Context: an optimization exercise on an open-source flow, tuned for small area, a short achievable clock period and few clock cycles per item. The choices shown serve that exercise and are no tape-out recipe.
In this exercise RTL edits were held to simulation tests only and were not proved equivalent to the original.
Power figures rest on the tool's default switching activity, not on a simulated workload.

Setup of trial 66:
## topSystolicArray
module topSystolicArray
  ( input  var logic                  i_clk
  , input  var logic                  i_arst
  , input  var logic [3:0][3:0][7:0]  i_a
  , input  var logic [3:0][3:0][7:0]  i_b
  , input  var logic                  i_validInput
  , output var logic [3:0][3:0][31:0] o_c
  , output var logic                  o_validResult
  );
For scale: roughly 12000 cells after synthesis, about 610 flip-flops, ~130000 sq um of cells after synthesis.
==> module dotPost, before the edit <==
module dotPost
  ( input  var logic [37:0]      v
  , output var logic [17:0]      s
  );
  logic s693;
  logic c694;
  logic s695;
  logic c696;
  logic s697;
  logic c698;
  logic s699;
  logic c700;
  logic s701;
  logic c702;
  logic s703;
  logic c704;
  logic s705;
  logic c706;
  logic s707;
  logic c708;
  logic s709;
  logic c710;
  logic s711;
  logic c712;
  logic s713;
  logic c714;
  logic s715;
  logic c716;
  logic s717;
  logic c718;
  fullAdder u_s693 (.a(v[8]), .b(v[9]), .c(v[10]), .s(s693), .co(c694));
  fullAdder u_s695 (.a(v[13]), .b(v[14]), .c(v[15]), .s(s695), .co(c696));
  fullAdder u_s697 (.a(v[17]), .b(v[18]), .c(v[19]), .s(s697), .co(c698));
  fullAdder u_s699 (.a(v[20]), .b(v[21]), .c(v[22]), .s(s699), .co(c700));
  fullAdder u_s701 (.a(v[23]), .b(v[24]), .c(v[25]), .s(s701), .co(c702));
  fullAdder u_s703 (.a(v[29]), .b(v[30]), .c(v[31]), .s(s703), .co(c704));
  fullAdder u_s705 (.a(v[32]), .b(v[33]), .c(v[34]), .s(s705), .co(c706));
  fullAdder u_s707 (.a(v[11]), .b(v[12]), .c(c694), .s(s707), .co(c708));
  fullAdder u_s709 (.a(v[26]), .b(c700), .c(s701), .s(s709), .co(c710));
  fullAdder u_s711 (.a(v[27]), .b(v[28]), .c(c702), .s(s711), .co(c712));
  fullAdder u_s713 (.a(v[16]), .b(s695), .c(c708), .s(s713), .co(c714));
  fullAdder u_s715 (.a(c696), .b(s697), .c(c714), .s(s715), .co(c716));
  fullAdder u_s717 (.a(c698), .b(s699), .c(c716), .s(s717), .co(c718));
  logic [17:0] raN, rbN;
  assign raN = {1'b1, v[36], v[35], c704, s703, s711, s709, s717, s715, s713, s707, s693, v[7], v[6], v[5], v[3], v[2], v[0]};
  assign rbN = {1'b1, v[37], c706, s705, c712, c710, c718, 1'b1, 1'b1, 1'b1, 1'b1, 1'b1, 1'b1, 1'b1, 1'b1, v[4], 1'b1, v[1]};
  assign s = ~(raN + rbN + 18'd1);
endmodule
Settings: LEC_CHECK=0, CAP_MARGIN=20, CORE_MARGIN=2, CORE_UTILIZATION=40, SLEW_MARGIN=20, SYNTH_HIERARCHICAL=1, SYNTH_MINIMUM_KEEP_SIZE=0; clock period 7.0 ns.
run.sh (not shown) runs the stock make flow with config.mk's settings and CLKGATE_MAP_FILE= SYNTH_SCRIPT=/design/flow/synth_recipe.tcl, a recipe that flattens the netlist after the stock synthesis.
Testbench counts of trial 66, summed over its fixed seeds: cycles 1,016, items 512.
Modified inputs, trial 26 compared to trial 66
--- a/flow/design.v
+++ b/flow/design.v
@@ -1207,24 +1207,24 @@
   logic s715;
   logic c716;
   logic s717;
   logic c718;
-  fullAdder u_s693 (.a(v[8]), .b(v[9]), .c(v[10]), .s(s693), .co(c694));
-  fullAdder u_s695 (.a(v[13]), .b(v[14]), .c(v[15]), .s(s695), .co(c696));
-  fullAdder u_s697 (.a(v[17]), .b(v[18]), .c(v[19]), .s(s697), .co(c698));
-  fullAdder u_s699 (.a(v[20]), .b(v[21]), .c(v[22]), .s(s699), .co(c700));
-  fullAdder u_s701 (.a(v[23]), .b(v[24]), .c(v[25]), .s(s701), .co(c702));
-  fullAdder u_s703 (.a(v[29]), .b(v[30]), .c(v[31]), .s(s703), .co(c704));
-  fullAdder u_s705 (.a(v[32]), .b(v[33]), .c(v[34]), .s(s705), .co(c706));
-  fullAdder u_s707 (.a(v[11]), .b(v[12]), .c(c694), .s(s707), .co(c708));
-  fullAdder u_s709 (.a(v[26]), .b(c700), .c(s701), .s(s709), .co(c710));
-  fullAdder u_s711 (.a(v[27]), .b(v[28]), .c(c702), .s(s711), .co(c712));
-  fullAdder u_s713 (.a(v[16]), .b(s695), .c(c708), .s(s713), .co(c714));
-  fullAdder u_s715 (.a(c696), .b(s697), .c(c714), .s(s715), .co(c716));
-  fullAdder u_s717 (.a(c698), .b(s699), .c(c716), .s(s717), .co(c718));
+  fullAdder u_s693 (.a(v[13]), .b(v[14]), .c(1'b1), .s(s693), .co(c694));
+  fullAdder u_s695 (.a(v[17]), .b(v[18]), .c(1'b1), .s(s695), .co(c696));
+  fullAdder u_s697 (.a(v[20]), .b(v[21]), .c(1'b1), .s(s697), .co(c698));
+  fullAdder u_s699 (.a(v[23]), .b(v[24]), .c(v[25]), .s(s699), .co(c700));
+  fullAdder u_s701 (.a(v[8]), .b(v[9]), .c(1'b1), .s(s701), .co(c702));
+  fullAdder u_s703 (.a(v[11]), .b(v[12]), .c(1'b1), .s(s703), .co(c704));
+  fullAdder u_s705 (.a(v[15]), .b(v[16]), .c(s693), .s(s705), .co(c706));
+  fullAdder u_s707 (.a(v[19]), .b(c694), .c(s695), .s(s707), .co(c708));
+  fullAdder u_s709 (.a(v[22]), .b(c696), .c(s697), .s(s709), .co(c710));
+  fullAdder u_s711 (.a(v[26]), .b(c698), .c(s699), .s(s711), .co(c712));
+  fullAdder u_s713 (.a(v[27]), .b(v[28]), .c(c700), .s(s713), .co(c714));
+  fullAdder u_s715 (.a(v[29]), .b(v[30]), .c(v[31]), .s(s715), .co(c716));
+  fullAdder u_s717 (.a(v[32]), .b(v[33]), .c(v[34]), .s(s717), .co(c718));
   logic [17:0] raN, rbN;
-  assign raN = {1'b1, v[36], v[35], c704, s703, s711, s709, s717, s715, s713, s707, s693, v[7], v[6], v[5], v[3], v[2], v[0]};
-  assign rbN = {1'b1, v[37], c706, s705, c712, c710, c718, 1'b1, 1'b1, 1'b1, 1'b1, 1'b1, 1'b1, 1'b1, 1'b1, v[4], 1'b1, v[1]};
+  assign raN = {1'b1, v[36], v[35], s717, s715, s713, s711, s709, s707, s705, s703, v[10], v[7], v[6], v[5], v[3], v[2], v[0]};
+  assign rbN = {1'b1, v[37], c718, c716, c714, c712, c710, c708, c706, c704, c702, s701, 1'b1, 1'b1, 1'b1, v[4], 1'b1, v[1]};
   assign s = ~(raN + rbN + 18'd1);
 endmodule
 module fullAdder
   ( input  var logic a
Notes after the runs:
On routed wire length, trial 26 does worse than trial 66.
As of trial 26, global-route wire length before repair had risen slightly compared to trial 66.
The area after synthesis was comparable across trial 66 and trial 26.
For via count, trial 66 and trial 26 come out practically identical.
Sort trial 66 and trial 26 by final setup slack of the worst path, ascending, and trial 66 comes first.
Internal power of the cells, trial 26 vs trial 66: up by a few percent
Diff trial 66 -> trial 26: final instance count without filler cells increased by 0.58% relative to the old numbers; power density over cell area increased by 6.2% relative to the old numbers; tightest slew margin relative to the limit decreased by 0.38 points relative to the old numbers; number of clock buffers inserted by TritonCTS increased by about 9% relative to the old numbers.
Changes observed in trial 26 relative to trial 66: peak supply drop moved up, combinational group share of total power moved up.
Testbench counts of trial 26, summed over its fixed seeds: cycles 1,016, items 512.

-- afterwards: timing with drivers on the ports --
How much do the figures lean on ideal ports? The routed layouts below were timed once more, with nothing changed but the port constraints. Step 1, drivers: a clkbuf_16 drives i_clk and a buf_2 each remaining input, both assumed. Step 2 also shifts input and output timing later by t, the mid clock arrival at the registers, as if the neighbouring blocks saw the same clock. Slacks: no drivers / after step 1 / after step 2; pairs: no drivers / after step 1.
run	t (ns)	setup WS [ns]	worst setup path after step 2	worst data-port slew with drivers (ns)
trial 66	0.841	0.159 / 0.052 / 0.893	register to output	0.20
trial 26	0.915	0.659 / 0.564 / 1.007	input to register	0.19
After both steps every run listed still meets setup and hold.
